This is an optimization exercise on Yosys and OpenROAD, whose aim is small area, not a production implementation.
Only simulation tests tie the RTL to the original design; equivalence was not proved.
The clock cells of runs 5 and 6 come from the design's own scripts or RTL, not from TritonCTS.
No driver is modelled on the clock port, so clock power and skew are understated where the tree is cut down; a real chip needs a root buffer or a tree.
Power figures rest on the tool's default switching activity, not on a simulated workload.

==> flow/design.v <==
`timescale 1ns / 1ps
module sevensegdecoder(Seg,HexVal);
	output 	[0:6] Seg;
	input 	[3:0] HexVal;
	reg 	[0:6] Seg;
	always @(HexVal)
	begin
		case(HexVal)  
			4'h0: Seg = 7'b000_0001;
			4'h1: Seg = 7'b100_1111; 
			4'h2: Seg = 7'b001_0010; 
			4'h3: Seg = 7'b000_0110; 
			4'h4: Seg = 7'b100_1100; 
			4'h5: Seg = 7'b010_0100; 
			4'h6: Seg = 7'b010_0000; 
			4'h7: Seg = 7'b000_1111; 
			4'h8: Seg = 7'b000_0000;
			4'h9: Seg = 7'b000_0100;
			default: Seg = 7'b000_0000;  
		endcase
	end
endmodule
`timescale 1ns / 1ps
module CounterModule(min,sec_msd,sec_lsd,tenable,clk,rst,tick,clr,enable,dswitch);
	output [3:0] min,sec_msd,sec_lsd,tenable;
	input  clk,rst,tick,clr,enable,dswitch;
	wire  dswitch_en,bk_en,mdswitch_en,mbk_en,min_dswitch_en,minbken,lsd_en,msd_en,min_en;
	count_to9 tenth(tenable,clk,rst,tick,clr,enable,dswitch,dswitch_en,bk_en);  
	count_to9 lsdig_second(sec_lsd,clk,rst,tick,clr,lsd_en,dswitch,mdswitch_en,mbk_en);  
	count_to5 msdig_second(sec_msd,clk,rst,tick,clr,msd_en,dswitch,min_dswitch_en,minbken);  
	count_to9 minute(min,clk,rst,tick,clr,min_en,dswitch, , );  
	assign lsd_en = (clr && enable) || dswitch_en || bk_en;
	assign msd_en = (clr && enable) || mdswitch_en || mbk_en;
	assign min_en = (clr && enable) || min_dswitch_en || minbken;
endmodule
module count_to9(count,clk,rst,tick,clr,enable,dswitch,dswitch_en,bk_en);
	output reg [3:0] count;
	output       dswitch_en, bk_en;
	input        clk, rst, tick, clr, enable, dswitch;
	reg    [3:0] count_n;
	always @(posedge clk)
	begin
		if(rst)
			count <= 0;
		else if(tick)
		begin
			if(enable)
				count <= count_n;
			else
				count <= count;
			if(clr)
				count <= 0;
		end
	end
	always @(count or dswitch)
	begin
		if(dswitch)
			count_n=(count==9) ? 0 : count+4'b0001;
		else
			count_n=(count==0) ? 9 : count-4'b0001;
	end
	assign dswitch_en = (count==9) && dswitch && enable;
	assign bk_en = (count==0) && !dswitch && enable;
endmodule
module count_to5(count,clk,rst,tick,clr,enable,dswitch,dswitch_en,bk_en);
	output reg [3:0] count;
	output       dswitch_en, bk_en;
	input        clk, rst, tick, clr, enable, dswitch;
	reg    [3:0] count_n;
	always @(posedge clk)
	begin
		if(rst)
			count <= 0;
		else if(tick)
		begin
			if(enable)
				count <= count_n;
			else
				count <= count;
			if(clr)
				count <= 0;
		end
	end
	always @(count or dswitch)
	begin
		if(dswitch)
			count_n=(count==5) ? 0 : count+4'b0001;
		else
			count_n=(count==0) ? 5 : count-4'b0001;
	end
	assign dswitch_en = (count==5) && dswitch && enable;
	assign bk_en = (count==0) && !dswitch && enable;
endmodule
`timescale 1ns / 1ps
module fourdigitdriver(A, B, C, D, clk, rst, dots, seg, an, dp, flashing);
    input clk, rst;
    input [3:0] A, B, C, D;  
    input [0:3] dots;  
    input flashing;
    output reg [3:0] an;
    output [0:6] seg;
    output reg dp;  
    reg [5:0] refreshCount;
    reg [11:0] flashingCount;
    reg [1:0] switch;
    reg [3:0] Hex;
    reg flashState;
    sevensegdecoder  u1(.Seg(seg[0:6]), .HexVal(Hex));
    always @(posedge clk)
    begin
        if(rst)
        begin
            refreshCount = 0;
            flashingCount = 1;
            switch = 0;
            Hex = 0;
            an = 4'b1111;
            dp = 1;
            flashState = 0;
        end
        else
        begin
        if(flashingCount == 0)  
            flashState = !flashState;
        if(refreshCount == 0)  
           begin
           case(switch)  
                2'b00:
                begin
                    Hex = A;  
                    an = 4'b0111;  
                    if(!dots[0]) dp = 1;  
                    else dp = 0;
                end
                2'b01:
                begin
                    Hex = B;  
                    an = 4'b1011;  
                    if(!dots[1]) dp = 1;  
                    else dp = 0;
                end
                2'b10:
                begin
                    Hex = C;  
                    an = 4'b1101;  
                    if(!dots[2]) dp = 1;  
                    else dp = 0;
                end
                2'b11:
                begin
                    Hex = D;  
                    an = 4'b1110;  
                    if(!dots[3]) dp = 1;  
                    else dp = 0;
                end
            endcase
            switch = switch + 1'b1;  
        end
        if(flashState == 1 && flashing == 1)
            an = 4'b1111;  
        refreshCount = refreshCount + 1'b1;
        flashingCount = flashingCount + 1'b1;
        end
    end
endmodule
`timescale 1ns / 1ps
module TopLevelModule(seg, an, clk, rst, dp, start, stop, dswitch, reset, lap, TimeSet);
    output [0:6] seg;
    output [3:0] an;
    output [0:0] dp;
    input clk, rst, start, stop, dswitch, reset, lap, TimeSet;
    localparam integer TICK_LIMIT = 500;
    wire [0:3] dots = 4'b1010;
    reg tick;
    reg running;
    reg flashing;
    reg started;
    reg countDirection;
    reg resetState;
    reg lapState;
    reg setState;
    reg [3:0] lapA;
    reg [3:0] lapB;
    reg [3:0] lapC;
    reg [3:0] lapD;
    integer count;
    reg n_tick;
    reg n_running;
    reg n_flashing;
    reg n_started;
    reg n_countDirection;
    reg n_resetState;
    reg n_lapState;
    reg n_setState;
    reg [3:0] n_lapA;
    reg [3:0] n_lapB;
    reg [3:0] n_lapC;
    reg [3:0] n_lapD;
    integer n_count;
    reg tick_en;  
    wire [3:0] A;
    wire [3:0] B;
    wire [3:0] C;
    wire [3:0] D;
    always @*
    begin
        n_tick = tick;
        n_running = running;
        n_flashing = flashing;
        n_started = started;
        n_countDirection = countDirection;
        n_resetState = resetState;
        n_lapState = lapState;
        n_setState = setState;
        n_lapA = lapA;
        n_lapB = lapB;
        n_lapC = lapC;
        n_lapD = lapD;
        n_count = count;
        tick_en = 1'b0;
        if(start)
        begin
            n_running = 1'b1;
            n_flashing = 1'b0;
            n_lapState = 1'b0;
        end
        if(stop)
        begin
            n_running = 1'b0;
            n_flashing = 1'b0;
        end
        if(!n_running)  
            n_countDirection = dswitch;  
        if(!n_running)  
            n_resetState = reset;  
        if(reset)
            n_started = 0;
        if(n_resetState)
            n_lapState = 0;
        if(A == 0 && B == 0 && C == 0 && D == 0 && n_started && n_setState == 0)
        begin
            n_running = 0;
            n_flashing = 1;
            n_started = 0;
        end
        if(A != 0 || B != 0 || C != 0 || D != 0)
        begin
            n_started = 1;
            n_flashing = 0;
        end
        if(lap && (n_countDirection == 1'b1))  
            n_lapState = 1'b1;  
        if(!n_lapState)
        begin
            n_lapA = A;
            n_lapB = B;
            n_lapC = C;
            n_lapD = D;
        end
        if(!n_running)
            n_setState = TimeSet;
        if(!n_setState)
            n_count = n_count + 1;  
        else
            n_count = n_count + 5;  
        if(n_count >= TICK_LIMIT)  
        begin
            n_tick = n_tick + 1'b1;
            n_count = 0;
            tick_en = n_tick;  
        end
    end
    always @(posedge clk)
    begin
        if(rst)
        begin
            tick <= 1'b0;
            running <= 1'b0;
            flashing <= 1'b0;
            started <= 1'b0;
            countDirection <= 1'b1;
            resetState <= 1'b0;
            lapState <= 1'b0;
            setState <= 1'b0;
            lapA <= 4'd0;
            lapB <= 4'd0;
            lapC <= 4'd0;
            lapD <= 4'd0;
            count <= 0;
        end
        else
        begin
            tick <= n_tick;
            running <= n_running;
            flashing <= n_flashing;
            started <= n_started;
            countDirection <= n_countDirection;
            resetState <= n_resetState;
            lapState <= n_lapState;
            setState <= n_setState;
            lapA <= n_lapA;
            lapB <= n_lapB;
            lapC <= n_lapC;
            lapD <= n_lapD;
            count <= n_count;
        end
    end
    CounterModule counter(A, B, C, D, clk, rst, tick_en, n_resetState, n_running, n_countDirection);
    fourdigitdriver driver(lapA, lapB, lapC, lapD, clk, rst, dots, seg, an, dp, flashing);
endmodule
==> flow/run.sh <==
#!/bin/bash
# synth_recipe.tcl (not shown) runs the flow's synth.tcl, then flattens the netlist and writes it again
# the make line also repeats each setting of config.mk as NAME=value (left out here)
make -C /OpenROAD-flow-scripts/flow DESIGN_CONFIG=/design/flow/config.mk WORK_HOME=/design/flow/orfs CLKGATE_MAP_FILE= SYNTH_SCRIPT=/design/flow/synth_recipe.tcl finish
==> flow/config.mk <==
export PLATFORM = sky130hd
export DESIGN_NAME = TopLevelModule
export DESIGN_NICKNAME = TopLevelModule
export VERILOG_FILES = /design/flow/design.v
export SDC_FILE = /design/flow/constraint.sdc
export NUM_CORES = 4
export LEC_CHECK = 0
export CAP_MARGIN = 20
export CORE_MARGIN = 2
export CORE_UTILIZATION = 40
export PLACE_DENSITY = 0.6
export SLEW_MARGIN = 20
==> flow/constraint.sdc <==
create_clock -name core_clock -period 10.0 [get_ports {clk}]
set_input_delay 2.0000 -clock core_clock [delete_from_list [all_inputs] [get_ports {clk}]]
set_output_delay 2.0000 -clock core_clock [all_outputs]
set_load 0.01 [all_outputs]
==> results of run 1 <==
## cell type report
class / count / share of cell area
multi-input cells: 516 / 0.522
flip-flops and latches: 109 / 0.344
clock buffers: 9 / 0.0355
well taps: 180 / 0.0355
repair buffers: 22 / 0.0328
clock inverters: 7 / 0.0164
inverters: 22 / 0.0130
## sequential cells by signal (all words and copies together) (netlist names), 6 cells and up
signal                count
count                    32
driver.flashingCount     12
seg                       7
driver.refreshCount       6
## logic make-up (layout without fill, tap and decap cells)
| family | Yosys count | after routing |
|---|---|---|
| AOI/OAI and AO/OA | 114 | 114 |
| muxes | 36 | 36 |
| and+or+nand+nor | 293 | 293 |
| DFF | 109 | 109 |
| xor gates and xnor gates | 55 | 55 |
| adders and majority gates | 18 | 18 |
| buffers and inverters | 66 | 60 |
## worst min-delay path by stage
stage | from | end | slack [ns] | cells past startpoint
2_1_floorplan | driver.flashingCount[0]$_SDFF_PP1_ | driver.flashingCount[0]$_SDFF_PP1_ | 0.38 | 1
3_3_place_gp | driver.flashingCount[0]$_SDFF_PP1_ | driver.flashingCount[0]$_SDFF_PP1_ | 0.39 | 1
3_5_place_dp | driver.flashingCount[0]$_SDFF_PP1_ | driver.flashingCount[0]$_SDFF_PP1_ | 0.41 | 1
4_1_cts | driver.flashingCount[0]$_SDFF_PP1_ | driver.flashingCount[0]$_SDFF_PP1_ | 0.43 | 1
5_1_grt | driver.flashingCount[0]$_SDFF_PP1_ | driver.flashingCount[0]$_SDFF_PP1_ | 0.45 | 1
6_report | driver.flashingCount[0]$_SDFF_PP1_ | driver.flashingCount[0]$_SDFF_PP1_ | 0.42 | 1
## critical path, cell delays in order
cell	delay (ns)
clkdlybuf4s50_1	0.47
o21bai_1	0.43
a21o_1	0.21
mux2_2	0.36
ha_1	0.44
a31oi_1	0.22
or3_4	0.45
nor2_1	0.32
xnor2_1	0.19
nand4_1	0.14
or4b_4	0.56
o21ai_2	0.23
nand2_1	0.64
nor3b_2	0.35
## Yosys cell counts, drive strengths merged, types with 4 or more instances
cell type,n
nor2,123
dfxtp,109
nand2,49
a21oi,34
xor2,30
clkbuf,29
mux2i,26
nand3,26
xnor2,25
o21ai,23
inv,21
ha,18
nand4,16
nor3,16
buf,15
mux2,10
o211ai,10
nor4,9
and3,8
a31oi,7
and2,7
nand2b,6
nor2b,6
o22ai,6
a222oi,4
nor4b,4
o31ai,4
or2,4
## where the power goes
part           internal [mW]  switching, mW  leakage [nW]  total [mW]
sequential             0.445         0.0102         0.883       0.455
clock                  0.224          0.173         0.161       0.397
combinational         0.0358         0.0555          1.33      0.0912
total                  0.705          0.239          2.37       0.943
## stage by stage
step / hold slack, ns / area, µm² / utilization / power (mW) / cells
floorplan: 0.384 / 5770 / - / 0.532 / 691
global placement: 0.394 / 6010 / 0.430 / 0.555 / 849
detailed placement: 0.407 / 6010 / 0.430 / 0.557 / 849
CTS: 0.425 / 6340 / 0.453 / 0.958 / 865
global route: 0.453 / 6340 / 0.453 / 0.985 / 865
finish: 0.421 / 6340 / 0.453 / 0.943 / 865
## routing by layer
metal	track usage	part of all wire	up-vias
met5	0	0	-
met4	0.0695	0.026	0
met3	0.0307	0.039	20
met2	0.270	0.45	81
met1	0.216	0.48	2233
li1	-	-	2385
==> metrics.cfg, run 1 <==
[status]
status = finished clean

[cells_and_area]
fill_cells = 1367
drive_gt1_frac = 0.0730
ff_latch_area_um2 = 2180
most-common-layout-cells = nor2_1 (121), dfxtp_1 (109), nand2_1 (48)
area_growth_pct = 9.89
num_antenna_cells = 0
nets = 706
final_common_cell = nor2_1
multiInputGateArea_um2 = 3310

[synthesis]
synth.avg_cell_area_um2 = 8.35
synthCells = 691
async_flop_share = 0
syn_nets = 717
synth_edf_count = 0
ys_types = 74
synth_xor_area_frac = 0.0835
synthAdderAreaFrac = 0.0391
synthSimpleGateAreaFrac = 0.255
synth-seq-cells = 109
yosysTopAreaCell = dfxtp_1
synth_ff_type = dfxtp_1
ys_seq_area_frac = 0.378
netlist_area_um2 = 5770
yosysTopAreaCellShare = 0.378
synth_compound_area_frac = 0.130
muxShareOfSynthArea = 0.0666
synth_warnings = 5
synth_top_family_by_area = simple AND/OR/NAND/NOR gates
synthTopCellsByArea = dfxtp_1 (38%), nor2_1 (7.9%), xor2_1 (4.6%), mux2i_1 (4.5%), ha_1 (3.9%)

[pwr]
power_density_nw_per_um2 = 149
p_leak_nw = 2.37
irDropWorstVdd_mv = 0.0889

[sta]
setup_tns_ns = 0
period_needed_ns = 6.76
fmax_mhz = 148
setup_ws_ns = 3.24
tightest_slew_ns = 1.04
slew_headroom = 0.304
final-max-slew-violation-count = 0
setup_violations = 0
rsz0062_at_grt = false
min_period_over_period = 0.676
finClkSkew_ns = 0.00882
finalHoldViolCount = 0

[critical_path]
endpoint = count[3]$_SDFF_PP0_
regToRegSetupSlack_ns = 4.68
startpoint = start
worstReg2RegEnd = count[3]$_SDFF_PP0_
cp.required_ns = 10.28
arrival_ns = 7.03
cp-end-kind = flip-flop
worstReg2RegStart = counter.minute.count[0]$_SDFFE_PP0P_
ff2ff_path_depth = 15
critPathLaunchType = primary input
path_class = primary input to flip-flop
critPathMaxFanout = 30

[placed_design]
place_ws_ns = 2.89
io_buffers = 19
dp_hpwl_um = 8640
place.gp.congestion = 0.893

[clock_tree]
cts_resized = 0
worstSkewPairLatency_ns = 0.36
numCtsBuffers = 9
clock_sinks = 109
cts_buffer_depth = 2
clkTransAtPathRegs_ns = 0.07
root_buffer = clkbuf_16
cts_tree = yes
htree_levels = 3
post-cts-setup-buffer-count = 0
cts_hold_buffers = 0

[drt]
ant_nets = 0
drt-total-wl_um = 12200
drtIter0Drc = 249
avgRoutedWirePerCell_um = 14.1
vias_per_cell = 5.46
drt-pass1-iter-count = 5
vias = 4719
route.detailed.drc = 0

[die]
io_pins = 20
rows = 43
die_width_um = 124
core_area_um2 = 14000
dieHeight_um = 124
initial_core_util = 0.412
die_area_um2 = 15400

[worst_hold_path]
hp-class = flip-flop to flip-flop

[grt]
grt.total_usage = 0.166
antenna_found_initial = 0
gr-total-overflow = 0
grt_pass1_wl_um = 20400
grt_max_degree = 61
grt_pass1_vias = 4329

[job]
maxCapViolations = 0

==> run 2: changes to the inputs <==
==> flow/design.v (replaced) <==
`timescale 1ns / 1ps
module sevensegdecoder(Seg,HexVal);
	output 	[0:6] Seg;
	input 	[3:0] HexVal;
	wire h3 = HexVal[3], h2 = HexVal[2], h1 = HexVal[1], h0 = HexVal[0];
	wire one  = ~h3 & ~h2 & ~h1 & h0;
	wire four = h2 & ~h1 & ~h0;
	wire svn  = h2 & h1 & h0;
	assign Seg[0] = one | four;                     
	assign Seg[1] = h2 & (h1 ^ h0);                 
	assign Seg[2] = ~h2 & h1 & ~h0;                 
	assign Seg[3] = one | four | svn;               
	assign Seg[4] = h0 | (h2 & ~h1);                
	assign Seg[5] = (~h2 & h1) | (h1 & h0) | (~h3 & ~h2 & h0);  
	assign Seg[6] = (~h3 & ~h2 & ~h1) | svn;        
endmodule
`timescale 1ns / 1ps
module TopLevelModule(seg, an, clk, rst, dp, start, stop, dswitch, reset, lap, TimeSet);
    output [0:6] seg;
    output [3:0] an;
    output [0:0] dp;
    input clk, rst, start, stop, dswitch, reset, lap, TimeSet;
    reg       tick, running, flashing, started, countDirection, resetState, lapState, setState;
    reg [8:0] count;                  
    reg [3:0] A, C, D;
    reg [2:0] B;
    reg [3:0] lapA, lapC, lapD;
    reg [2:0] lapB;
    reg [12:0] ph;
    reg        blank;
    reg [3:0]  Hex;
    wire zero = (A == 0) && (B == 0) && (C == 0) && (D == 0);
    wire r1   = stop ? 1'b0 : (start ? 1'b1 : running);
    wire n_countDirection = r1 ? countDirection : dswitch;
    wire n_resetState     = r1 ? resetState : reset;
    wire st1  = reset ? 1'b0 : started;
    wire zstop = zero && st1 && !setState;
    wire n_running  = r1 && !zstop;
    wire n_flashing = zero && (zstop || (!(start || stop) && flashing));
    wire n_started  = !zero || (st1 && !zstop);
    wire n_lapState = (lap && n_countDirection) || (!n_resetState && !start && lapState);
    wire n_setState = n_running ? setState : TimeSet;
    wire [8:0] sum = count + (n_setState ? 9'd5 : 9'd1);
    wire wrap = (sum >= 9'd500);
    wire tick_en = wrap && !tick;
    reg [3:0] nA, nC, nD;
    reg [2:0] nB;
    always @* begin
        nA = A; nB = B; nC = C; nD = D;
        if (n_resetState) begin
            nA = 0; nB = 0; nC = 0; nD = 0;
        end else if (n_running) begin
            if (n_countDirection) begin
                nD = (D == 9) ? 4'd0 : D + 4'd1;
                if (D == 9) begin
                    nC = (C == 9) ? 4'd0 : C + 4'd1;
                    if (C == 9) begin
                        nB = (B == 5) ? 3'd0 : B + 3'd1;
                        if (B == 5)
                            nA = (A == 9) ? 4'd0 : A + 4'd1;
                    end
                end
            end else begin
                nD = (D == 0) ? 4'd9 : D - 4'd1;
                if (D == 0) begin
                    nC = (C == 0) ? 4'd9 : C - 4'd1;
                    if (C == 0) begin
                        nB = (B == 0) ? 3'd5 : B - 3'd1;
                        if (B == 0)
                            nA = (A == 0) ? 4'd9 : A - 4'd1;
                    end
                end
            end
        end
    end
    wire [12:0] ph_n = ph + 13'd1;
    wire load = (ph[5:0] == 6'd0);
    wire [1:0] sel = ph[7:6];
    wire [1:0] slot = ph[7:6] - {1'b0, load};   
    reg [3:0] digit;
    always @* begin
        case (sel)
            2'd0: digit = lapA;
            2'd1: digit = {1'b0, lapB};
            2'd2: digit = lapC;
            default: digit = lapD;
        endcase
    end
    always @(posedge clk) begin
        if (rst) begin
            tick <= 1'b0;
            running <= 1'b0;
            flashing <= 1'b0;
            started <= 1'b0;
            countDirection <= 1'b1;
            resetState <= 1'b0;
            lapState <= 1'b0;
            setState <= 1'b0;
            count <= 9'd0;
            A <= 0; B <= 0; C <= 0; D <= 0;
            lapA <= 0; lapB <= 0; lapC <= 0; lapD <= 0;
            ph <= 13'd0;
            blank <= 1'b1;
            Hex <= 4'd0;
        end else begin
            running <= n_running;
            flashing <= n_flashing;
            started <= n_started;
            countDirection <= n_countDirection;
            resetState <= n_resetState;
            lapState <= n_lapState;
            setState <= n_setState;
            if (wrap) begin
                count <= 9'd0;
                tick <= !tick;
            end else
                count <= sum;
            if (tick_en) begin
                A <= nA; B <= nB; C <= nC; D <= nD;
            end
            if (!n_lapState) begin
                lapA <= A; lapB <= B; lapC <= C; lapD <= D;
            end
            ph <= ph_n;
            if (load) begin
                Hex <= digit;
                blank <= flashing && ph_n[12];
            end else
                blank <= blank || (flashing && ph_n[12]);
        end
    end
    sevensegdecoder u1(.Seg(seg), .HexVal(Hex));
    assign an = blank ? 4'b1111 : ~(4'b1000 >> slot);
    assign dp = slot[0];
endmodule
==> run 2 against run 1 <==
First-iteration DRC count shrank 15%. Critical path type unchanged. Combinational power shrank 28%. Sequential share of layout area shrank 1.3 points. Clock skew shrank 0.0021 ns. Worst hold slack gained 0.052 ns. Global-route usage shrank 0.16 points. Flip-flop and latch count shrank 44. Utilization is essentially flat. Non-clock buffer count is the same. Critical path depth shrank 3. Maximum frequency grew 18%.
==> metrics.cfg, run 2 <==
[worst_hold_path]
min_path_cells = 1  ; unchanged
hp-class = flip-flop to flip-flop
min_to = ph[0]$_SDFF_PP0_
min_from = ph[0]$_SDFF_PP0_

[cells_and_area]
largest_register_ffs = 13  ; -59%
post-route-util = 0.453  ; about the same
final_common_cell = nor2_1
instances_no_fill = 542  ; -37%
area_growth_pct = 10.3
nets = 446  ; -37%
num_antenna_cells = 0  ; unchanged
most-common-layout-cells = nor2_1 (68), dfxtp_1 (65), nand2_1 (29)
drive_gt1_frac = 0.0922  ; +0.0192
regMostFlops = ph

[synthesis]
yosysTopAreaCell = dfxtp_1
ys_types = 57  ; -23%
async_flop_share = 0  ; unchanged
ys_seq_area_frac = 0.365  ; -0.0132
netlist_area_um2 = 3560  ; -38%
yosysMostFrequentCell = nor2_1
synth_warnings = 1  ; -4
synth.avg_cell_area_um2 = 8.33  ; -0.24%
syn_nets = 443  ; -38%
synth_edf_count = 0  ; unchanged
synth_common_cells = nor2_1 (68), dfxtp_1 (65), nand2_1 (29)
synth-seq-cells = 65  ; -40%
yosysTopAreaCellShare = 0.365  ; -0.0132
synthCells = 428  ; -38%
synth_ff_type = dfxtp_1
synthTopCellsByArea = dfxtp_1 (37%), mux2i_1 (7.3%), nor2_1 (7.2%), xnor2_1 (3.7%), a21oi_1 (3.2%)

[die]
io_pins = 20  ; unchanged
initial_core_util = 0.411  ; -0.00164
die_width_um = 98.4  ; -21%
core_area_um2 = 8680  ; -38%
rows = 34  ; -21%
die_area_um2 = 9680  ; -37%
dieHeight_um = 98.4  ; -21%

[grt]
gr-max-usage-layer = met2
antenna_found_initial = 0  ; unchanged
gr-total-overflow = 0  ; unchanged
grt_max_degree = 51  ; -16%
grt.met3_usage = 0.0415  ; +0.0108
grt.total_usage = 0.165  ; -0.00165
grt_pass1_wl_um = 12800  ; -37%
grt_pass1_vias = 2634  ; -39%
grt_util_met2 = 0.259  ; -0.0115
grt_use_met1 = 0.210  ; -0.00535

[clock_tree]
cts_resized = 0  ; unchanged
htree_levels = 3  ; unchanged
numCtsBuffers = 9  ; unchanged
cts_tree = yes
root_buffer = clkbuf_8
clkTransAtPathRegs_ns = 0.07  ; about the same
worstSkewPairLatency_ns = 0.35  ; about the same
post-cts-setup-buffer-count = 0  ; unchanged
clock_sinks = 65  ; -40%
cts_buffer_depth = 2  ; unchanged
cts_hold_buffers = 0  ; unchanged

[sta]
period_needed_ns = 5.74  ; -1.02 ns
finClkSkew_ns = 0.00676  ; -0.00206 ns
fmax_mhz = 174  ; +18%
slew_headroom = 0.393  ; +0.0889
setup_violations = 0  ; unchanged
tightest_slew_ns = 0.909  ; -0.133 ns
final-max-slew-violation-count = 0  ; unchanged
setup_tns_ns = 0  ; unchanged
finalHoldViolCount = 0  ; unchanged
min_period_over_period = 0.574  ; -0.102
rsz0062_at_grt = false

[drt]
route.detailed.drc = 0  ; unchanged
vias = 2931  ; -38%
avgRoutedWirePerCell_um = 13.9  ; -1.2%
drt-pass1-iter-count = 4  ; -1
drt-total-wl_um = 7530  ; -38%
vias_per_cell = 5.41  ; -0.88%
ant_nets = 0  ; unchanged
drtIter0Drc = 211  ; -15%

[pwr]
p_leak_nw = 1.51  ; -36%
irDropWorstVdd_mv = 0.0790  ; -11%
power_density_nw_per_um2 = 133  ; -10%
power_mw = 0.524  ; -44%

[critical_path]
worstReg2RegStart = C[0]$_SDFFE_PP0P_
worstReg2RegEnd = D[1]$_SDFFE_PP0P_
cp-end-kind = flip-flop
ff2ff_path_depth = 12  ; -3
cp.required_ns = 10.28  ; about the same
arrival_ns = 6.01  ; -1.02 ns
path_class = primary input to flip-flop
critPathMaxFanout = 11  ; -63%
critPathLaunchType = primary input
regToRegSetupSlack_ns = 5.93  ; +1.25 ns

[placed_design]
dp_hpwl_um = 5210  ; -40%
io_buffers = 19  ; unchanged
post-place-cells = 528  ; -38%
place.gp.congestion = 0.875  ; -2.0%

[status]
status = finished clean

[job]
maxCapViolations = 0  ; unchanged

[run 2: report_power, final]
group	switching (mW)	internal [mW]	total, mW
clock	0.101	0.0869	0.187
combinational	0.0374	0.0283	0.0657
sequential	0.00624	0.264	0.271
[run 2: logic make-up after synthesis]
logic type / synth area share
flip-flops: 0.365
adder cells (fa/ha/maj): 0.0246
multiplexers: 0.120
AO/OA/AOI/OAI: 0.139
AND/OR/NAND/NOR: 0.236
XOR/XNOR: 0.0639
buffers and inverters: 0.0509
[run 2: worst max-delay path, stage by stage]
cell             delay (ns)
clkdlybuf4s50_1        0.43
o21bai_1               0.72
a21oi_1                0.12
mux2_2                 0.33
ha_1                   0.37
a31oi_1                0.44
a21oi_1                0.13
or4_4                  0.56
or2_1                  0.35
or3_4                  0.42
a21oi_2                0.12
[run 2: cell type report]
class	count	area, µm²
clock buffer	9	124
clock inverter	5	33.8
fill	882	4750
inverter	13	48.8
multi-input combinational	320	2080
sequential	65	1300
tap	108	135
timing repair buffer	22	208
[run 2: metrics by stage]
step	instance area (µm²)	hold slack, ns	worst slack (ns)
after floorplan	3560	0.430	4.78
after global placement	3770	0.447	4.04
after detailed placement	3770	0.457	3.93
after CTS	3930	0.475	4.27
after global routing	3930	0.512	3.98
final	3930	0.473	4.26
[run 2: per-layer routing]
metal,share of wire,up-vias
li1,-,1493
met1,0.47,1367
met2,0.46,57
met3,0.044,14
met4,0.024,0
met5,0,-
[run 2: worst max-delay path by stage]
stage	startpoint	end	slack, ns	cells past startpoint
finish	start	D[1]$_SDFFE_PP0P_	4.26	11
global route	start	C[3]$_SDFFE_PP0P_	3.98	11
CTS	start	D[1]$_SDFFE_PP0P_	4.27	11
detailed placement	start	D[1]$_SDFFE_PP0P_	3.93	11
global placement	start	D[1]$_SDFFE_PP0P_	4.04	11
floorplan	stop	D[1]$_SDFFE_PP0P_	4.78	14
==> run 3: changes to the inputs <==
--- a/flow/config.mk
+++ b/flow/config.mk
@@ -5,6 +5,7 @@
 export SDC_FILE = /design/flow/constraint.sdc
 export NUM_CORES = 4
 export LEC_CHECK = 0
+export ABC_AREA = 1
 export CAP_MARGIN = 20
 export CORE_MARGIN = 2
 export CORE_UTILIZATION = 40
==> run 3 against run 2 <==
Worst setup slack gained 1.1 ns. Worst hold slack got worse by 0.019 ns. Clock power is 11% higher. Design area rose by 0.70%. Register-to-register slack improved by 0.98 ns. Combinational power is 29% higher. Clock-buffer cell count up 3. Global-route usage up 0.30 points. Largest power group unchanged.
==> metrics.cfg, run 3 <==
[status]
status = finished clean

[critical_path]
path_class = primary input to flip-flop
worstReg2RegStart = A[1]$_SDFFE_PP0P_
cp-end-kind = flip-flop
worstReg2RegEnd = B[1]$_SDFFE_PP0P_
arrival_ns = 4.83  ; -1.18 ns
startpoint = start
critPathMaxFanout = 11  ; unchanged
regToRegSetupSlack_ns = 6.91  ; +0.98 ns
endpoint = B[1]$_SDFFE_PP0P_
ff2ff_path_depth = 19  ; +7
critPathLaunchType = primary input
cp.required_ns = 10.24  ; -0.04 ns

[synthesis]
synthAdderAreaFrac = 0.0250  ; +0.000395
synth_warnings = 1  ; unchanged
ys_types = 37  ; -35%
synth_compound_area_frac = 0.147  ; +0.00758
muxShareOfSynthArea = 0  ; -0.120
synthSimpleGateAreaFrac = 0.345  ; +0.109
synth_top_family_by_area = simple AND/OR/NAND/NOR gates
synth-seq-cells = 65  ; unchanged
synthCells = 524  ; +22%
syn_nets = 539  ; +22%
ys_seq_area_frac = 0.371  ; +0.00586
yosysMostFrequentCell = nand2_1
synth_ff_type = dfxtp_1
async_flop_share = 0  ; unchanged
synth_common_cells = nand2_1 (112), nor2_1 (74), dfxtp_1 (65)
yosysTopAreaCellShare = 0.371  ; +0.00586
synth.avg_cell_area_um2 = 6.69  ; -20%
yosysTopAreaCell = dfxtp_1
netlist_area_um2 = 3510  ; -1.6%
synth_xor_area_frac = 0.0225  ; -0.0414
synthTopCellsByArea = dfxtp_1 (37%), nand2_1 (12%), nor2_1 (7.9%), inv_1 (6.6%), nand3_1 (6.4%)
synth_edf_count = 0  ; unchanged

[pwr]
p_comb_frac = 0.149  ; +0.024
power_frac_seq = 0.487  ; -0.030
irDropWorstVdd_mv = 0.0651  ; -18%
p_leak_nw = 1.67  ; +10%
power_density_nw_per_um2 = 144  ; +8.1%
p_int_mw = 0.407  ; +7.4%
clock_power_share = 0.364  ; +0.006
netSwitchingFraction = 0.285  ; +0.00973
power_switching_mw = 0.163  ; +13%

[sta]
setup_violations = 0  ; unchanged
final-max-slew-violation-count = 0  ; unchanged
period_needed_ns = 4.59  ; -1.15 ns
slew_headroom = 0.491  ; +0.0984
rsz0062_at_grt = false
finClkSkew_ns = 0.00332  ; -0.00344 ns
min_period_over_period = 0.459  ; -0.115
setup_ws_ns = 5.41  ; +1.15 ns
finalHoldViolCount = 0  ; unchanged
setup_tns_ns = 0  ; unchanged
tightest_slew_ns = 0.761  ; -0.148 ns
timing.hold.ws_ns = 0.453  ; -0.0193 ns
fmax_mhz = 218  ; +25%

[die]
core_area_um2 = 8590  ; -0.98%
die_width_um = 97.6  ; -0.76%
rows = 34  ; unchanged
initial_core_util = 0.408  ; -0.00249
dieHeight_um = 97.6  ; -0.76%
io_pins = 20  ; unchanged
die_area_um2 = 9530  ; -1.5%

[cells_and_area]
regMostFlops = ph
nets = 557  ; +25%
fin_area_um2 = 3960  ; +0.70%
multiInputGateArea_um2 = 1890  ; -9.1%
instances_no_fill = 655  ; +21%
fill_cells = 898  ; +1.8%
final_common_cell = nand2_1
largest_register_ffs = 13  ; unchanged
most-common-layout-cells = nand2_1 (112), nor2_1 (74), dfxtp_1 (65)
area_growth_pct = 12.9
num_antenna_cells = 0  ; unchanged
drive_gt1_frac = 0.0841  ; -0.00807
ff_latch_area_um2 = 1300  ; unchanged

[clock_tree]
numCtsBuffers = 9  ; unchanged
cts_resized = 0  ; unchanged
clkTransAtPathRegs_ns = 0.07  ; about the same
root_buffer = clkbuf_8
post-cts-setup-buffer-count = 0  ; unchanged
worstSkewPairLatency_ns = 0.34  ; about the same
htree_levels = 3  ; unchanged
cts_buffer_depth = 2  ; unchanged
cts_hold_buffers = 0  ; unchanged
clock_sinks = 65  ; unchanged
cts_tree = yes

[grt]
gr-total-overflow = 0  ; unchanged
antenna_found_initial = 0  ; unchanged
grt_pass1_vias = 2891  ; +9.8%
grt_pass1_wl_um = 13000  ; +1.7%
grt.total_usage = 0.168  ; +0.00304
grt_max_degree = 33  ; -35%

[placed_design]
place_ws_ns = 5.10  ; +1.16 ns
placed_area_um2 = 3780  ; about the same
dp_hpwl_um = 5730  ; +9.9%
post-place-cells = 639  ; +21%
io_buffers = 19  ; unchanged
place.gp.congestion = 0.862  ; -1.5%

[drt]
vias_per_cell = 4.97  ; -8.0%
drtIter0Drc = 173  ; -18%
vias = 3258  ; +11%
route.detailed.drc = 0  ; unchanged
avgRoutedWirePerCell_um = 11.9  ; -14%
ant_nets = 0  ; unchanged
drt-total-wl_um = 7810  ; +3.7%
drt-pass1-iter-count = 4  ; unchanged

[job]
maxCapViolations = 0  ; unchanged

[worst_hold_path]
hp-class = flip-flop to flip-flop

## run 3: cell types whose count changed after synthesis, sizes merged, moves of 18 or more
cell,delta
nor2,+18
inv,+53
nand3,+33
nand2,+92
mux2i,-26
o21ai,+27
## run 3: worst min-delay path by stage
stage / cells after the start / to / startpoint
CTS: 2 / lapC[0]$_SDFFE_PP0N_ / lapC[0]$_SDFFE_PP0N_
finish: 2 / lapC[0]$_SDFFE_PP0N_ / lapC[0]$_SDFFE_PP0N_
global placement: 1 / ph[0]$_SDFF_PP0_ / ph[0]$_SDFF_PP0_
detailed placement: 2 / lapC[0]$_SDFFE_PP0N_ / lapC[0]$_SDFFE_PP0N_
global route: 2 / ph[9]$_SDFF_PP0_ / ph[9]$_SDFF_PP0_
floorplan: 2 / lapC[0]$_SDFFE_PP0N_ / lapC[0]$_SDFFE_PP0N_
## run 3: layout make-up
type / instances / area share
clock inverters: 4 / 0.00695
clock buffers: 12 / 0.0392
flip-flops and latches: 65 / 0.329
inverters: 67 / 0.0635
well taps: 108 / 0.0341
repair buffers: 20 / 0.0499
multi-input cells: 379 / 0.478
## run 3: kinds of logic after synthesis
| logic type | Yosys count |
|---|---|
| flops | 65 |
| compound gates | 94 |
| fa+ha+maj | 7 |
| xor+xnor | 9 |
| buf+inv | 80 |
| simple gates | 269 |
## run 3: critical path, cell delays in order
cell,delay (ns)
clkdlybuf4s50_1,0.52
inv_2,0.05
nand2_2,0.11
nand2_4,0.08
inv_2,0.07
nand2_2,0.08
o21a_1,0.19
ha_1,0.35
nand3_1,0.13
nand2_2,0.13
nand2_1,0.08
nand2_1,0.06
nand2_1,0.07
nor2_1,0.12
nand3_1,0.12
nor2_2,0.38
nand3_1,0.14
nand2_1,0.10
nor2_1,0.04
## run 3: power by group through the flow
| stage | Sequential, mW | Combinational, mW | Clock (mW) |
|---|---|---|---|
| detailed placement | 0.284 | 0.0854 | 0 |
| CTS | 0.278 | 0.0857 | 0.213 |
| global placement | 0.283 | 0.0843 | 0 |
| global route | 0.279 | 0.0961 | 0.224 |
| floorplan | 0.281 | 0.0573 | 0 |
| finish | 0.278 | 0.0849 | 0.207 |
## run 3: per-stage QoR
stage,utilization,total power [mW]
floorplan,-,0.339
global placement,0.439,0.367
detailed placement,0.439,0.369
CTS,0.461,0.577
global route,0.461,0.598
finish,0.461,0.570
## run 3: metal layers
| metal | share of wire | track usage | up-vias |
|---|---|---|---|
| met2 | 0.44 | 0.262 | 55 |
| met1 | 0.51 | 0.220 | 1467 |
| met4 | 0.019 | 0.0652 | 0 |
| li1 | - | - | 1727 |
| met3 | 0.032 | 0.0460 | 9 |
| met5 | 0 | 0 | - |
==> run 4: changes to the inputs <==
==> flow/flow/run.sh (new file) <==
#!/bin/bash
# Own layout flow: the standard ORFS flow, except that
#  - synthesis maps the logic with an area-oriented ABC script (flow/area.abc); every step
#    before ABC is the standard synthesis unchanged, so register names and types are the same;
#  - port buffers are the smallest buffer;
#  - CTS uses fewer, smaller clock buffers and no dummy loads.
# Each tool's output goes to a log file in this folder (and ORFS's own logs under orfs/logs).
set -euo pipefail
W=$(pwd)
ORFS_FLOW=${FLOW_HOME}
ABC_SCRIPT=$W/flow/area.abc

# synthesis script: synth_recipe.tcl with ORFS's synth.tcl patched to use our ABC script
sed "s#log_cmd abc {\*}\$abc_args#log_cmd abc -script $ABC_SCRIPT {*}[lrange \$abc_args 2 end]#" \
  "$ORFS_FLOW/scripts/synth.tcl" > "$W/own_synth.tcl"
grep -q "abc -script $ABC_SCRIPT" "$W/own_synth.tcl"
sed "s#source \$::env(SCRIPTS_DIR)/synth.tcl#source $W/own_synth.tcl#" "$W/synth_recipe.tcl" > "$W/own_synth_recipe.tcl"
grep -q "source $W/own_synth.tcl" "$W/own_synth_recipe.tcl"

RESULTS=$W/orfs/results/$FLOW_PLATFORM/TopLevelModule/base
make -C "$ORFS_FLOW" DESIGN_CONFIG="$W/config.mk" WORK_HOME="$W/orfs" CLKGATE_MAP_FILE= \
  SYNTH_SCRIPT="$W/own_synth_recipe.tcl" \
  BUFFER_PORTS_ARGS="-buffer_cell sky130_fd_sc_hd__buf_1" \
  CTS_ARGS="-sink_clustering_enable -repair_clock_nets -dont_use_dummy_load -buf_list sky130_fd_sc_hd__clkbuf_8 -root_buf sky130_fd_sc_hd__clkbuf_8 -sink_clustering_size 24 -sink_clustering_max_diameter 100" \
  finish > "$W/make_finish.log" 2>&1

: # left out here: write the final layout as DEF
==> flow/flow/area.abc (new file) <==
strash
dc2
dch -f
amap
topo
==> flow/standard.sh (new file) <==
#!/bin/bash
# synth_recipe.tcl (not shown) runs the flow's synth.tcl, then flattens the netlist and writes it again
# the make line also repeats each setting of config.mk as NAME=value (left out here)
make -C /OpenROAD-flow-scripts/flow DESIGN_CONFIG=/design/flow/config.mk WORK_HOME=/design/flow/orfs CLKGATE_MAP_FILE= SYNTH_SCRIPT=/design/flow/synth_recipe.tcl "${@:-finish}"
--- a/flow/config.mk
+++ b/flow/config.mk
@@ -5,7 +5,6 @@
 export SDC_FILE = /design/flow/constraint.sdc
 export NUM_CORES = 4
 export LEC_CHECK = 0
-export ABC_AREA = 1
 export CAP_MARGIN = 20
 export CORE_MARGIN = 2
 export CORE_UTILIZATION = 40
removed: flow/run.sh
==> run 4 against run 3 <==
Synthesized cell count decreased by 25%. Largest power group unchanged. Routed wire length decreased by 16%. Largest cell class unchanged. Area after synthesis decreased by 14%. Utilization increased by 0.076 points. Still clean on timing, DRC and antenna. Combinational power decreased by about 30%. Sequential share of layout area increased by 6.0 points. Sequential power decreased by 2%. Power decreased by 12%.
==> metrics.cfg, run 4 <==
[status]
status = finished clean

[sta]
rsz0062_at_grt = false
setup_tns_ns = 0  ; unchanged
finClkSkew_ns = 0.0257  ; +0.0224 ns
min_period_over_period = 0.664  ; +0.205
fmax_mhz = 151  ; -31%
slew_headroom = 0.684  ; +0.193
period_needed_ns = 6.64  ; +2.05 ns
timing.hold.ws_ns = 0.448  ; -0.00541 ns
tightest_slew_ns = 0.474  ; -0.287 ns
setup_violations = 0  ; unchanged
finalHoldViolCount = 0  ; unchanged
final-max-slew-violation-count = 0  ; unchanged

[cells_and_area]
regMostFlops = ph
fill_cells = 758  ; -16%
num_antenna_cells = 0  ; unchanged
most-common-layout-cells = nor2_1 (72), dfxtp_1 (65), clkinv_1 (57)
fin_area_um2 = 3350  ; -15%
post-route-util = 0.461  ; +0.000759
nets = 441  ; -21%
area_growth_pct = 11.1
largest_register_ffs = 13  ; unchanged
final_common_cell = nor2_1
drive_gt1_frac = 0.0283  ; -0.0558

[die]
rows = 31  ; -8.8%
core_area_um2 = 7250  ; -16%
die_area_um2 = 8240  ; -14%
io_pins = 20  ; unchanged
dieHeight_um = 90.8  ; -7.0%
die_width_um = 90.8  ; -7.0%
initial_core_util = 0.415  ; +0.00709

[grt]
grt_pass1_wl_um = 11300  ; -13%
grt.total_usage = 0.166  ; -0.00129
antenna_found_initial = 0  ; unchanged
grt_pass1_vias = 2535  ; -12%
gr-total-overflow = 0  ; unchanged
grt_max_degree = 45  ; +36%

[placed_design]
place.gp.congestion = 0.898  ; +4.3%
dp_hpwl_um = 4810  ; -16%
io_buffers = 19  ; unchanged
placed_area_um2 = 3220  ; -15%

[synthesis]
synth_edf_count = 0  ; unchanged
ys_types = 33  ; -11%
ys_seq_area_frac = 0.432  ; +0.0610
async_flop_share = 0  ; unchanged
synthTopCellsByArea = dfxtp_1 (43%), nor2_1 (9.0%), clkinv_1 (7.1%), a22oi_1 (4.5%), o21ai_0 (4.2%)
synthCells = 394  ; -25%
yosysTopAreaCell = dfxtp_1
synth_common_cells = nor2_1 (72), dfxtp_1 (65), clkinv_1 (57)
yosysMostFrequentCell = nor2_1
synth_warnings = 1  ; unchanged
syn_nets = 409  ; -24%
synth-seq-cells = 65  ; unchanged
synth.avg_cell_area_um2 = 7.64  ; +14%
netlist_area_um2 = 3010  ; -14%
synth_ff_type = dfxtp_1
yosysTopAreaCellShare = 0.432  ; +0.0610

[clock_tree]
htree_levels = 3  ; unchanged
cts_tree = yes
clkTransAtPathRegs_ns = 0.06  ; about the same
root_buffer = clkbuf_8
post-cts-setup-buffer-count = 0  ; unchanged
cts_buffer_depth = 2  ; unchanged
clock_sinks = 65  ; unchanged
numCtsBuffers = 9  ; unchanged
cts_resized = 0  ; unchanged
cts_hold_buffers = 0  ; unchanged
worstSkewPairLatency_ns = 0.35  ; about the same

[drt]
vias = 2743  ; -16%
route.detailed.drc = 0  ; unchanged
drt-total-wl_um = 6570  ; -16%
drtIter0Drc = 114  ; -34%
avgRoutedWirePerCell_um = 12.6  ; +5.4%
drt-pass1-iter-count = 4  ; unchanged
vias_per_cell = 5.24  ; +5.4%
ant_nets = 0  ; unchanged

[critical_path]
critPathLaunchType = primary input
path_cells = buf_1 -> nor2_1 -> nor2_1 -> clkinv_1 -> or2_0 -> a22oi_1 -> clkinv_1 -> ha_1 -> a31oi_1 -> nor2_1 -> nand2_1 -> nor3_1 -> xnor2_1 -> or4_1 -> a211oi_1 -> nand2_1 -> a21oi_1 -> clkinv_1 -> nor2b_1 -> o211ai_1 -> nor3_1 -> clkinv_1 -> a22oi_1 -> nor2_1
cp-end-kind = flip-flop
slowest_delay_ns = 0.41  ; -0.11 ns
critPathBufInv = 5  ; +2
cp.required_ns = 10.20  ; -0.04 ns
arrival_ns = 6.84  ; +2.01 ns
critPathMaxFanout = 6  ; -5
crit_slowest_cell = nor3_1
crit_family = simple AND/OR/NAND/NOR gates
path_class = primary input to flip-flop

[worst_hold_path]
hp-class = flip-flop to flip-flop

[pwr]
power_mw = 0.499  ; -12%
irDropWorstVdd_mv = 0.0629  ; -3.4%
power_density_nw_per_um2 = 149  ; +3.5%
p_leak_nw = 1.15  ; -31%

[job]
maxCapViolations = 0  ; unchanged

-- run 4: cell types whose count changed after synthesis, sizes merged, moves of 17 or more --
cell,change
nand2,-91
inv,-66
clkinv,+56
nand3,-37
a22oi,+18
o21ai,-17
-- run 4: report_power, final --
group	switching [mW]	internal, mW	total [mW]
clock network	0.0862	0.0800	0.166
registers	0.00503	0.268	0.273
logic	0.0396	0.0201	0.0597
total	0.131	0.368	0.499
-- run 4: final timing paths --
| kind | start | end | slack, ns | cells after the start |
|---|---|---|---|---|
| setup reg to reg | D[1]$_SDFFE_PP0P_ | A[1]$_SDFFE_PP0P_ | 4.35 | 27 |
| hold reg to reg | ph[0]$_SDFF_PP0_ | ph[0]$_SDFF_PP0_ | 0.45 | 1 |
| hold / removal | ph[0]$_SDFF_PP0_ | ph[0]$_SDFF_PP0_ | 0.45 | 1 |
| setup / recovery | start | A[1]$_SDFFE_PP0P_ | 3.36 | 24 |
-- run 4: cell type report --
| type | count | area [µm²] | share of cell area |
|---|---|---|---|
| Clock buffer | 9 | 124 | 0.0370 |
| Inverter | 57 | 214 | 0.0639 |
| Multi-Input combinational cell | 272 | 1500 | 0.447 |
| Sequential cell | 65 | 1300 | 0.389 |
| Tap cell | 99 | 124 | 0.0370 |
| Timing Repair Buffer | 21 | 87.6 | 0.0262 |
-- run 4: through the flow --
stage / worst slack [ns] / std cells
floorplan: 3.83 / 394
global placement: 3.22 / 514
detailed placement: 3.03 / 514
CTS: 3.35 / 523
global route: 2.71 / 523
finish: 3.36 / 523
-- run 4: logic make-up after synthesis --
kind of cell             after synthesis  synth area share
buffers and inverters                 57            0.0710
adder cells (fa/ha/maj)                7            0.0291
AO/OA/AOI/OAI                        118             0.256
AND/OR/NAND/NOR                      146             0.209
XOR/XNOR                               1           0.00291
flip-flops                            65             0.432
-- run 4: worst reg2reg max path: cells and delay by family (launching register included) --
kind,cells,cell delay [ns]
compound gates,6,1.37
xor+xnor,1,0.13
fa+ha+maj,1,0.25
buf+inv,4,0.62
flops,1,0.33
simple gates,15,2.84
-- run 4: per-layer routing --
metal  part of all wire  routed length, µm  GRT usage
met2               0.45               2940      0.269
met5                  0                  0          0
met1               0.50               3320      0.220
met3              0.035                228     0.0275
met4              0.013                 88     0.0707
==> run 5: changes to the inputs <==
==> flow/flow/run.sh (replaced) <==
#!/bin/bash
# Own layout flow: the standard ORFS flow (same make targets, config and SDC), except:
#  - synthesis maps the logic with an area-oriented ABC script (flow/area.abc); every step
#    before ABC is the standard synthesis unchanged, so register names and types are the same;
#  - port buffers are the smallest buffer (buf_1);
#  - the clock tree is one level of clock buffers, one per cluster of flip-flops
#    (flow/clock_buffer.tcl), instead of TritonCTS's
#    H-tree; the rest of the CTS step (placement legalisation, timing repair) is unchanged.
# ORFS's scripts are copied to ./scripts and patched only at those two places.
# Each tool's output goes to a log file in this folder (and ORFS's own logs under orfs/logs).
set -euo pipefail
W=$(pwd)
S=$W/scripts
rm -rf "$S"
cp -r "$FLOW_HOME/scripts" "$S"

# synthesis: ORFS's synth.tcl with our ABC script
sed -i "s#log_cmd abc {\*}\$abc_args#log_cmd abc -script $W/flow/area.abc {*}[lrange \$abc_args 2 end]#" "$S/synth.tcl"
grep -q "abc -script $W/flow/area.abc" "$S/synth.tcl"
# CTS: one clock buffer instead of clock_tree_synthesis
sed -i "s#log_cmd clock_tree_synthesis {\*}\$cts_args#source $W/flow/clock_buffer.tcl#" "$S/cts.tcl"
grep -q "source $W/flow/clock_buffer.tcl" "$S/cts.tcl"

export OWN_CLOCK_BUFFER=${OWN_CLOCK_BUFFER:-sky130_fd_sc_hd__clkbuf_8}
export OWN_CLOCK_CLUSTERS=${OWN_CLOCK_CLUSTERS:-4}
RESULTS=$W/orfs/results/$FLOW_PLATFORM/TopLevelModule/base
make -C "$FLOW_HOME" DESIGN_CONFIG="$W/config.mk" WORK_HOME="$W/orfs" CLKGATE_MAP_FILE= \
  SCRIPTS_DIR="$S" SYNTH_SCRIPT="$W/synth_recipe.tcl" \
  BUFFER_PORTS_ARGS="-buffer_cell sky130_fd_sc_hd__buf_1" \
  finish > "$W/make_finish.log" 2>&1

: # left out here: write the final layout as DEF
==> flow/flow/clock_buffer.tcl (new file) <==
# Replaces TritonCTS's H-tree for this small design: the clock sinks are split into a few
# clusters by location (k-means), and one clock buffer, placed at each cluster's centre, drives
# that cluster. The clock port drives only those buffers.
set block [ord::get_db_block]
set clk_net [$block findNet clk]
set k $::env(OWN_CLOCK_CLUSTERS)
set pins {}
foreach iterm [$clk_net getITerms] {
  set bbox [[$iterm getInst] getBBox]
  lappend pins [list $iterm [expr {([$bbox xMin] + [$bbox xMax]) / 2.0}] \
                            [expr {([$bbox yMin] + [$bbox yMax]) / 2.0}]]
}
set n [llength $pins]
# initial centres: sinks sorted by x+y, spread evenly
set sorted [lsort -real -index 1 $pins]
set centres {}
for {set c 0} {$c < $k} {incr c} {
  set p [lindex $sorted [expr {int(($c + 0.5) * $n / $k)}]]
  lappend centres [list [lindex $p 1] [lindex $p 2]]
}
for {set it 0} {$it < 50} {incr it} {
  set sums {}
  for {set c 0} {$c < $k} {incr c} { lappend sums [list 0.0 0.0 0] }
  set assign {}
  foreach p $pins {
    set best -1; set bd 1e30
    for {set c 0} {$c < $k} {incr c} {
      lassign [lindex $centres $c] cx cy
      set d [expr {abs([lindex $p 1] - $cx) + abs([lindex $p 2] - $cy)}]
      if {$d < $bd} { set bd $d; set best $c }
    }
    lappend assign $best
    lassign [lindex $sums $best] sx sy sn
    lset sums $best [list [expr {$sx + [lindex $p 1]}] [expr {$sy + [lindex $p 2]}] [expr {$sn + 1}]]
  }
  for {set c 0} {$c < $k} {incr c} {
    lassign [lindex $sums $c] sx sy sn
    if {$sn > 0} { lset centres $c [list [expr {$sx / $sn}] [expr {$sy / $sn}]] }
  }
}
for {set c 0} {$c < $k} {incr c} {
  set loads {}
  foreach p $pins a $assign {
    if {$a == $c} {
      set it [lindex $p 0]
      lappend loads [get_pins [[$it getInst] getName]/[[$it getMTerm] getName]]
    }
  }
  if {[llength $loads] == 0} { continue }
  lassign [lindex $centres $c] cx cy
  set cx [ord::dbu_to_microns [expr {int($cx)}]]
  set cy [ord::dbu_to_microns [expr {int($cy)}]]
  set buf [insert_buffer -buffer_cell $::env(OWN_CLOCK_BUFFER) -net clk -load_pins $loads \
    -location [list $cx $cy] -buffer_name clkbuf_leaf_$c -net_name clk_leaf_$c]
  set dbuf [$block findInst [get_full_name $buf]]
  foreach iterm [$dbuf getITerms] {
    if {[$iterm isOutputSignal]} { [$iterm getNet] setSigType CLOCK }
  }
  puts "clock cluster $c: [llength $loads] sinks, buffer [get_full_name $buf] at $cx $cy"
}
==> run 5 against run 4 <==
Still clean. Sequential share of layout area up 0.82 points. Combinational power hardly changed. Via count about the same. Maximum frequency is 3.0% lower. Largest cell class unchanged. Highest routed layer unchanged.
==> metrics.cfg, run 5 <==
[sta]
min_period_over_period = 0.684  ; +0.0207
period_needed_ns = 6.84  ; +0.207 ns
finClkSkew_ns = 0.0442  ; +0.0185 ns
finalHoldViolCount = 0  ; unchanged
tightest_slew_ns = 0.476  ; +0.00259 ns
setup_tns_ns = 0  ; unchanged
setup_violations = 0  ; unchanged
slew_headroom = 0.682  ; -0.00173
final-max-slew-violation-count = 0  ; unchanged
setup_ws_ns = 3.16  ; -0.207 ns
rsz0062_at_grt = false
fmax_mhz = 146  ; -3.0%

[job]
maxCapViolations = 0  ; unchanged

[status]
status = finished clean

[drt]
ant_nets = 0  ; unchanged
drt-pass1-iter-count = 4  ; unchanged
vias = 2742  ; -0.036%
vias_per_cell = 5.29  ; +0.93%
route.detailed.drc = 0  ; unchanged
avgRoutedWirePerCell_um = 12.6  ; +0.14%
drt-total-wl_um = 6520  ; -0.82%
drtIter0Drc = 113  ; -0.88%

[cells_and_area]
regMostFlops = ph
largest_register_ffs = 13  ; unchanged
drive_gt1_frac = 0.0167  ; -0.0116
num_antenna_cells = 0  ; unchanged
most-common-layout-cells = nor2_1 (72), dfxtp_1 (65), clkinv_1 (57)
nets = 436  ; -1.1%
area_growth_pct = 8.85
final_common_cell = nor2_1

[critical_path]
worstReg2RegEnd = A[1]$_SDFFE_PP0P_
cp.required_ns = 10.00  ; -0.20 ns
crit_slowest_cell = nor3_1
path_cells = buf_1 -> nor2_1 -> nor2_1 -> clkinv_1 -> or2_0 -> a22oi_1 -> clkinv_1 -> ha_1 -> a31oi_1 -> nor2_1 -> nand2_1 -> nor3_1 -> xnor2_1 -> or4_1 -> a211oi_1 -> nand2_1 -> a21oi_1 -> clkinv_1 -> nor2b_1 -> o211ai_1 -> nor3_1 -> clkinv_1 -> a22oi_1 -> nor2_1
arrival_ns = 6.84  ; about the same
ff2ff_path_depth = 27  ; unchanged
critPathMaxFanout = 6  ; unchanged
crit_family = simple AND/OR/NAND/NOR gates
path_depth = 24  ; unchanged
regToRegSetupSlack_ns = 4.28  ; -0.07 ns
path_class = primary input to flip-flop
worstReg2RegStart = D[0]$_SDFFE_PP0P_
cp-end-kind = flip-flop
critPathBufInv = 5  ; unchanged
critPathLaunchType = primary input
slowest_delay_ns = 0.42  ; about the same

[grt]
grt_pass1_vias = 2492  ; -1.7%
grt_pass1_wl_um = 11100  ; -1.4%
grt_max_degree = 45  ; unchanged
gr-total-overflow = 0  ; unchanged
antenna_found_initial = 0  ; unchanged
grt.total_usage = 0.154  ; -0.0127

[synthesis]
yosysTopAreaCellShare = 0.432  ; unchanged
yosysMostFrequentCell = nor2_1
synth-seq-cells = 65  ; unchanged
ys_types = 33  ; unchanged
ys_seq_area_frac = 0.432  ; unchanged
synthCells = 394  ; unchanged
netlist_area_um2 = 3010  ; unchanged
syn_nets = 409  ; unchanged
synth.avg_cell_area_um2 = 7.64  ; unchanged
synth_warnings = 1  ; unchanged
synth_ff_type = dfxtp_1
synth_common_cells = nor2_1 (72), dfxtp_1 (65), clkinv_1 (57)
synthTopCellsByArea = dfxtp_1 (43%), nor2_1 (9.0%), clkinv_1 (7.1%), a22oi_1 (4.5%), o21ai_0 (4.2%)
async_flop_share = 0  ; unchanged
yosysTopAreaCell = dfxtp_1
synth_edf_count = 0  ; unchanged

[pwr]
power_density_nw_per_um2 = 132  ; -11%
clock_power_share = 0.234  ; -0.099
p_comb_frac = 0.138  ; +0.018
power_switching_mw = 0.109  ; -16%
p_leak_nw = 1.12  ; -3.1%
irDropWorstVdd_mv = 0.0791  ; +26%
power_frac_seq = 0.628  ; +0.081
p_int_mw = 0.325  ; -12%
netSwitchingFraction = 0.252  ; -0.0106

[clock_tree]
post-cts-setup-buffer-count = 0  ; unchanged
cts_hold_buffers = 0  ; unchanged
cts_resized = 0  ; unchanged
clkTransAtPathRegs_ns = 0.10  ; +0.04 ns
worstSkewPairLatency_ns = 0.17  ; -0.18 ns

[die]
io_pins = 20  ; unchanged
die_width_um = 90.8  ; unchanged
die_area_um2 = 8240  ; unchanged
initial_core_util = 0.415  ; unchanged
dieHeight_um = 90.8  ; unchanged
rows = 31  ; unchanged
core_area_um2 = 7250  ; unchanged

[placed_design]
place_ws_ns = 3.03  ; unchanged
place.gp.congestion = 0.898  ; unchanged
io_buffers = 19  ; unchanged
dp_hpwl_um = 4810  ; unchanged

[worst_hold_path]
min_to = ph[0]$_SDFF_PP0_
min_from = ph[0]$_SDFF_PP0_
hp-class = flip-flop to flip-flop
min_path_cells = 1  ; unchanged

-- run 5: worst reg2reg max path, cell delays in order, from the launching register on --
cell      delay [ns]
dfxtp_1         0.35
nor2_1          0.16
clkinv_1        0.12
nor2_1          0.13
nand2_1         0.12
nor3_1          0.23
nand4_1         0.25
nor3_1          0.26
or2_0           0.22
a22oi_1         0.12
clkinv_1        0.06
ha_1            0.25
a31oi_1         0.24
nor2_1          0.09
nand2_1         0.11
nor3_1          0.07
xnor2_1         0.13
or4_1           0.40
a211oi_1        0.28
nand2_1         0.13
a21oi_1         0.30
clkinv_1        0.21
nor2b_1         0.22
o211ai_1        0.23
nor3_1          0.42
clkinv_1        0.23
a22oi_1         0.20
nor2_1          0.05
-- run 5: logic make-up after synthesis --
| logic type | Yosys count | share of synthesized area |
|---|---|---|
| fa+ha+maj | 7 | 0.0291 |
| flops | 65 | 0.432 |
| xor+xnor | 1 | 0.00291 |
| buf+inv | 57 | 0.0710 |
| compound gates | 118 | 0.256 |
| simple gates | 146 | 0.209 |
-- run 5: worst max-delay path by stage --
| stage | start | to | slack, ns |
|---|---|---|---|
| 3_3_place_gp | start | A[3]$_SDFFE_PP0P_ | 3.22 |
| 2_1_floorplan | start | A[0]$_SDFFE_PP0P_ | 3.83 |
| 5_1_grt | start | A[3]$_SDFFE_PP0P_ | 2.51 |
| 3_5_place_dp | start | A[1]$_SDFFE_PP0P_ | 3.03 |
| 6_report | start | A[1]$_SDFFE_PP0P_ | 3.16 |
| 4_1_cts | start | A[1]$_SDFFE_PP0P_ | 3.00 |
-- run 5: routing by layer --
layer / GRT usage / up-vias / share of wire
li1: - / 1452 / -
met1: 0.212 / 1240 / 0.50
met2: 0.266 / 42 / 0.45
met3: 0.0167 / 8 / 0.038
met4: 0.0189 / 0 / 0.010
met5: 0 / - / 0
-- run 5: per-stage QoR --
step / area (µm²) / hold slack (ns) / util / power [mW] / cells
floorplan: 3010 / 0.421 / - / 0.318 / 394
global placement: 3220 / 0.431 / 0.444 / 0.338 / 514
detailed placement: 3220 / 0.440 / 0.444 / 0.338 / 514
CTS: 3280 / 0.440 / 0.452 / 0.414 / 518
global route: 3280 / 0.476 / 0.452 / 0.453 / 518
finish: 3280 / 0.458 / 0.452 / 0.434 / 518
-- run 5: area by class of cell, clock buffers not listed --
cell class | count | area (µm²)
Tap cell | 99 | 124
Inverter | 57 | 214
Fill cell | 758 | 3980
Sequential cell | 65 | 1300
Timing Repair Buffer | 21 | 87.6
Multi-Input combinational cell | 272 | 1500
-- run 5: power by group through the flow --
stage	registers [mW]	clock network, mW	logic [mW]
6_report	0.273	0.102	0.0598
5_1_grt	0.274	0.111	0.0679
4_1_cts	0.279	0.0758	0.0600
3_5_place_dp	0.279	0	0.0598
3_3_place_gp	0.278	0	0.0591
2_1_floorplan	0.277	0	0.0408
==> run 6: changes to the inputs <==
--- a/flow/flow/run.sh
+++ b/flow/flow/run.sh
@@ -1,6 +1,7 @@
 #!/bin/bash
 # Own layout flow: the standard ORFS flow (same make targets, config and SDC), except:
-#  - synthesis maps the logic with an area-oriented ABC script (flow/area.abc); every step
+#  - synthesis maps the logic with an area-oriented ABC script (flow/area.abc: a timed
+#    &deepsyn AIG search, then area mapping); every step
 #    before ABC is the standard synthesis unchanged, so register names and types are the same;
 #  - port buffers are the smallest buffer (buf_1);
 #  - the clock tree is one level of clock buffers, one per cluster of flip-flops
==> flow/flow/area.abc (replaced) <==
strash
&get -n
&deepsyn -T 60
&put
dch -f
amap
topo
==> run 6 against run 5 <==
Still clean. Critical path depth unchanged. Global-route usage rose by 0.14 points. First-iteration DRC count grew 7.1%. Critical path type unchanged. Highest routed layer unchanged.
==> metrics.cfg, run 6 <==
[status]
status = finished clean

[cells_and_area]
final_common_cell = dfxtp_1
largest_register_ffs = 13  ; unchanged
nets = 393  ; -9.9%
num_antenna_cells = 0  ; unchanged
most-common-layout-cells = dfxtp_1 (65), nor2_1 (57), clkinv_1 (47)
regMostFlops = ph
drive_gt1_frac = 0.0160  ; -0.000749
area_growth_pct = 8.67

[critical_path]
cp-end-kind = flip-flop
critPathMaxFanout = 6  ; unchanged
ff2ff_path_depth = 24  ; -11%
path_class = primary input to flip-flop
worstReg2RegStart = D[0]$_SDFFE_PP0P_
critPathLaunchType = primary input
cp.required_ns = 10.02  ; +0.02 ns
worstReg2RegEnd = A[3]$_SDFFE_PP0P_
regToRegSetupSlack_ns = 4.38  ; +0.10 ns
arrival_ns = 6.64  ; -0.20 ns

[placed_design]
io_buffers = 19  ; unchanged
dp_hpwl_um = 4410  ; -8.2%
place.gp.congestion = 0.813  ; -9.5%

[drt]
ant_nets = 0  ; unchanged
avgRoutedWirePerCell_um = 12.6  ; about the same
vias = 2402  ; -12%
route.detailed.drc = 0  ; unchanged
drt-pass1-iter-count = 4  ; unchanged
drt-total-wl_um = 5740  ; -12%
vias_per_cell = 5.27  ; -0.49%
drtIter0Drc = 121  ; +7.1%

[sta]
finalHoldViolCount = 0  ; unchanged
period_needed_ns = 6.62  ; -0.227 ns
finClkSkew_ns = 0.0401  ; -0.00413 ns
setup_violations = 0  ; unchanged
fmax_mhz = 151  ; +3.4%
timing.hold.ws_ns = 0.470  ; +0.0119 ns
final-max-slew-violation-count = 0  ; unchanged
min_period_over_period = 0.662  ; -0.0227
tightest_slew_ns = 0.941  ; +0.465 ns
rsz0062_at_grt = false
slew_headroom = 0.370  ; -0.312
setup_tns_ns = 0  ; unchanged

[die]
io_pins = 20  ; unchanged
dieHeight_um = 87.4  ; -3.7%
core_area_um2 = 6760  ; -6.8%
die_area_um2 = 7650  ; -7.2%
rows = 30  ; -3.2%
die_width_um = 87.4  ; -3.7%
initial_core_util = 0.412  ; -0.00299

[synthesis]
ys_types = 31  ; -6.1%
synthCells = 351  ; -11%
synth_ff_type = dfxtp_1
synth-seq-cells = 65  ; unchanged
synth_edf_count = 0  ; unchanged
synth_warnings = 1  ; unchanged
yosysMostFrequentCell = dfxtp_1
async_flop_share = 0  ; unchanged
synth_common_cells = dfxtp_1 (65), nor2_1 (57), clkinv_1 (47)
syn_nets = 366  ; -11%
yosysTopAreaCell = dfxtp_1
synth.avg_cell_area_um2 = 7.93  ; +3.8%
ys_seq_area_frac = 0.467  ; +0.0351
yosysTopAreaCellShare = 0.467  ; +0.0351
netlist_area_um2 = 2790  ; -7.5%
synthTopCellsByArea = dfxtp_1 (47%), nor2_1 (7.7%), clkinv_1 (6.3%), o21ai_0 (5.4%), nand2_1 (4.4%)

[grt]
antenna_found_initial = 0  ; unchanged
grt_pass1_wl_um = 9940  ; -11%
grt_pass1_vias = 2153  ; -14%
gr-total-overflow = 0  ; unchanged
grt.total_usage = 0.155  ; +0.00139
grt_max_degree = 20  ; -56%

[clock_tree]
cts_hold_buffers = 0  ; unchanged
cts_resized = 0  ; unchanged
clkTransAtPathRegs_ns = 0.11  ; about the same
post-cts-setup-buffer-count = 0  ; unchanged
worstSkewPairLatency_ns = 0.17  ; about the same

[worst_hold_path]
min_path_cells = 2  ; +1
min_from = ph[9]$_SDFF_PP0_
hp-class = flip-flop to flip-flop
min_to = ph[9]$_SDFF_PP0_

[pwr]
power_density_nw_per_um2 = 132  ; -0.38%
irDropWorstVdd_mv = 0.0721  ; -8.9%
p_leak_nw = 1.06  ; -5.2%

[job]
maxCapViolations = 0  ; unchanged

[run 6: cell types whose count changed in the layout (fill, tap and decap cells not counted), moves of 5 or more]
| cell | delta |
|---|---|
| o21ai_0 | +5 |
| a22oi_1 | -13 |
| clkinv_1 | -10 |
| nor2_1 | -15 |
| a21oi_1 | -6 |
[run 6: critical path: stages]
cell      delay (ns)
buf_1           0.12
nor2_1          0.05
nor2_1          0.25
o21ai_0         0.22
a22oi_1         0.27
clkinv_1        0.10
ha_1            0.32
clkinv_1        0.07
nor2_1          0.03
o21ai_0         0.21
nor2_1          0.09
a21oi_1         0.15
nand4_1         0.12
a211oi_1        0.37
nand2_1         0.15
nor2_1          0.21
clkinv_1        0.12
nor3_1          0.21
clkinv_1        0.21
a211oi_1        0.57
o221ai_1        0.36
a21oi_1         0.24
o21a_1          0.15
nor3_1          0.04
[run 6: power breakdown]
part | total (mW) | switching, mW | internal (mW)
clock | 0.102 | 0.0651 | 0.0371
sequential | 0.266 | 0.00295 | 0.264
combinational | 0.0307 | 0.0205 | 0.0102
total | 0.399 | 0.0885 | 0.311
[run 6: metrics by stage]
step	area, µm²	total power [mW]	util	setup WS [ns]	cells
global route	3030	0.420	0.448	2.61	456
detailed placement	2970	0.303	0.440	3.29	452
CTS	3030	0.379	0.448	3.27	456
finish	3030	0.399	0.448	3.38	456
global placement	2970	0.303	0.440	3.52	452
floorplan	2790	0.293	-	4.14	351
[run 6: worst max-delay path by stage]
stage / cells past startpoint / slack, ns / from / endpoint
after detailed placement: 22 / 3.29 / start / A[1]$_SDFFE_PP0P_
after global placement: 22 / 3.52 / start / A[1]$_SDFFE_PP0P_
final: 24 / 3.38 / start / A[3]$_SDFFE_PP0P_
after global routing: 24 / 2.61 / start / A[3]$_SDFFE_PP0P_
after CTS: 22 / 3.27 / start / A[1]$_SDFFE_PP0P_
after floorplan: 23 / 4.14 / start / A[3]$_SDFFE_PP0P_
[run 6: final cells by class, clock buffers not listed]
| type | count | area [µm²] |
|---|---|---|
| fill | 690 | 3730 |
| inverter | 47 | 176 |
| multi-input combinational | 239 | 1310 |
| sequential | 65 | 1300 |
| tap | 80 | 100 |
| timing repair buffer | 21 | 86.3 |
[run 6: metal layers]
metal  routed length [µm]  part of all wire  vias to the layer above  GRT usage
li1                     -                 -                     1297          -
met1                 2850              0.50                     1070      0.221
met2                 2640              0.46                       26      0.262
met3                  158             0.028                        9     0.0133
met4                   85             0.015                        0     0.0210
met5                    0                 0                        -          0
[run 6: kinds of logic after synthesis]
family	count (synthesis)	share of synthesized area
AOI/OAI and AO/OA	100	0.233
adders and majority gates	7	0.0314
buffers and inverters	47	0.0633
DFF	65	0.467
and+or+nand+nor	132	0.205

-- port drivers added, routing unchanged --
In the flow no input, the clock included, has a driving cell. The finished layouts below were timed again as built, in two steps.
Step 1 sets driving cells, clkbuf_16 on the clock port and buf_2 on the other inputs (assumed; they add their load-dependent delay and slew).
Step 2 also shifts input and output timing later by t, the mid clock arrival at the registers, as if the neighbouring blocks saw the same clock.
a / b / c = ideal / step 1 / step 2; a / b = the first two.
run | shift t [ns] | setup slack, ns | worst setup path at the end | latest minus earliest clock arrival (ns) | pins driven straight from the clock port
run 1 | 0.389 | 3.244 / 3.258 / 2.870 | input to register | 0.009 / 0.009 | 1
run 2 | 0.377 | 4.263 / 4.275 / 3.898 | input to register | 0.007 / 0.007 | 1
run 3 | 0.371 | 5.412 / 5.420 / 5.049 | input to register | 0.003 / 0.003 | 1
run 4 | 0.364 | 3.363 / 3.372 / 3.008 | input to register | 0.026 / 0.026 | 1
run 5 | 0.212 | 3.156 / 3.198 / 2.986 | input to register | 0.046 / 0.045 | 4
run 6 | 0.209 | 3.383 / 3.418 / 3.209 | input to register | 0.041 / 0.041 | 4
After both steps every run listed still meets setup and hold. For run 1, which loses most, drivers alone change the setup slack by +0.014 ns; drivers and shift together by -0.374 ns.
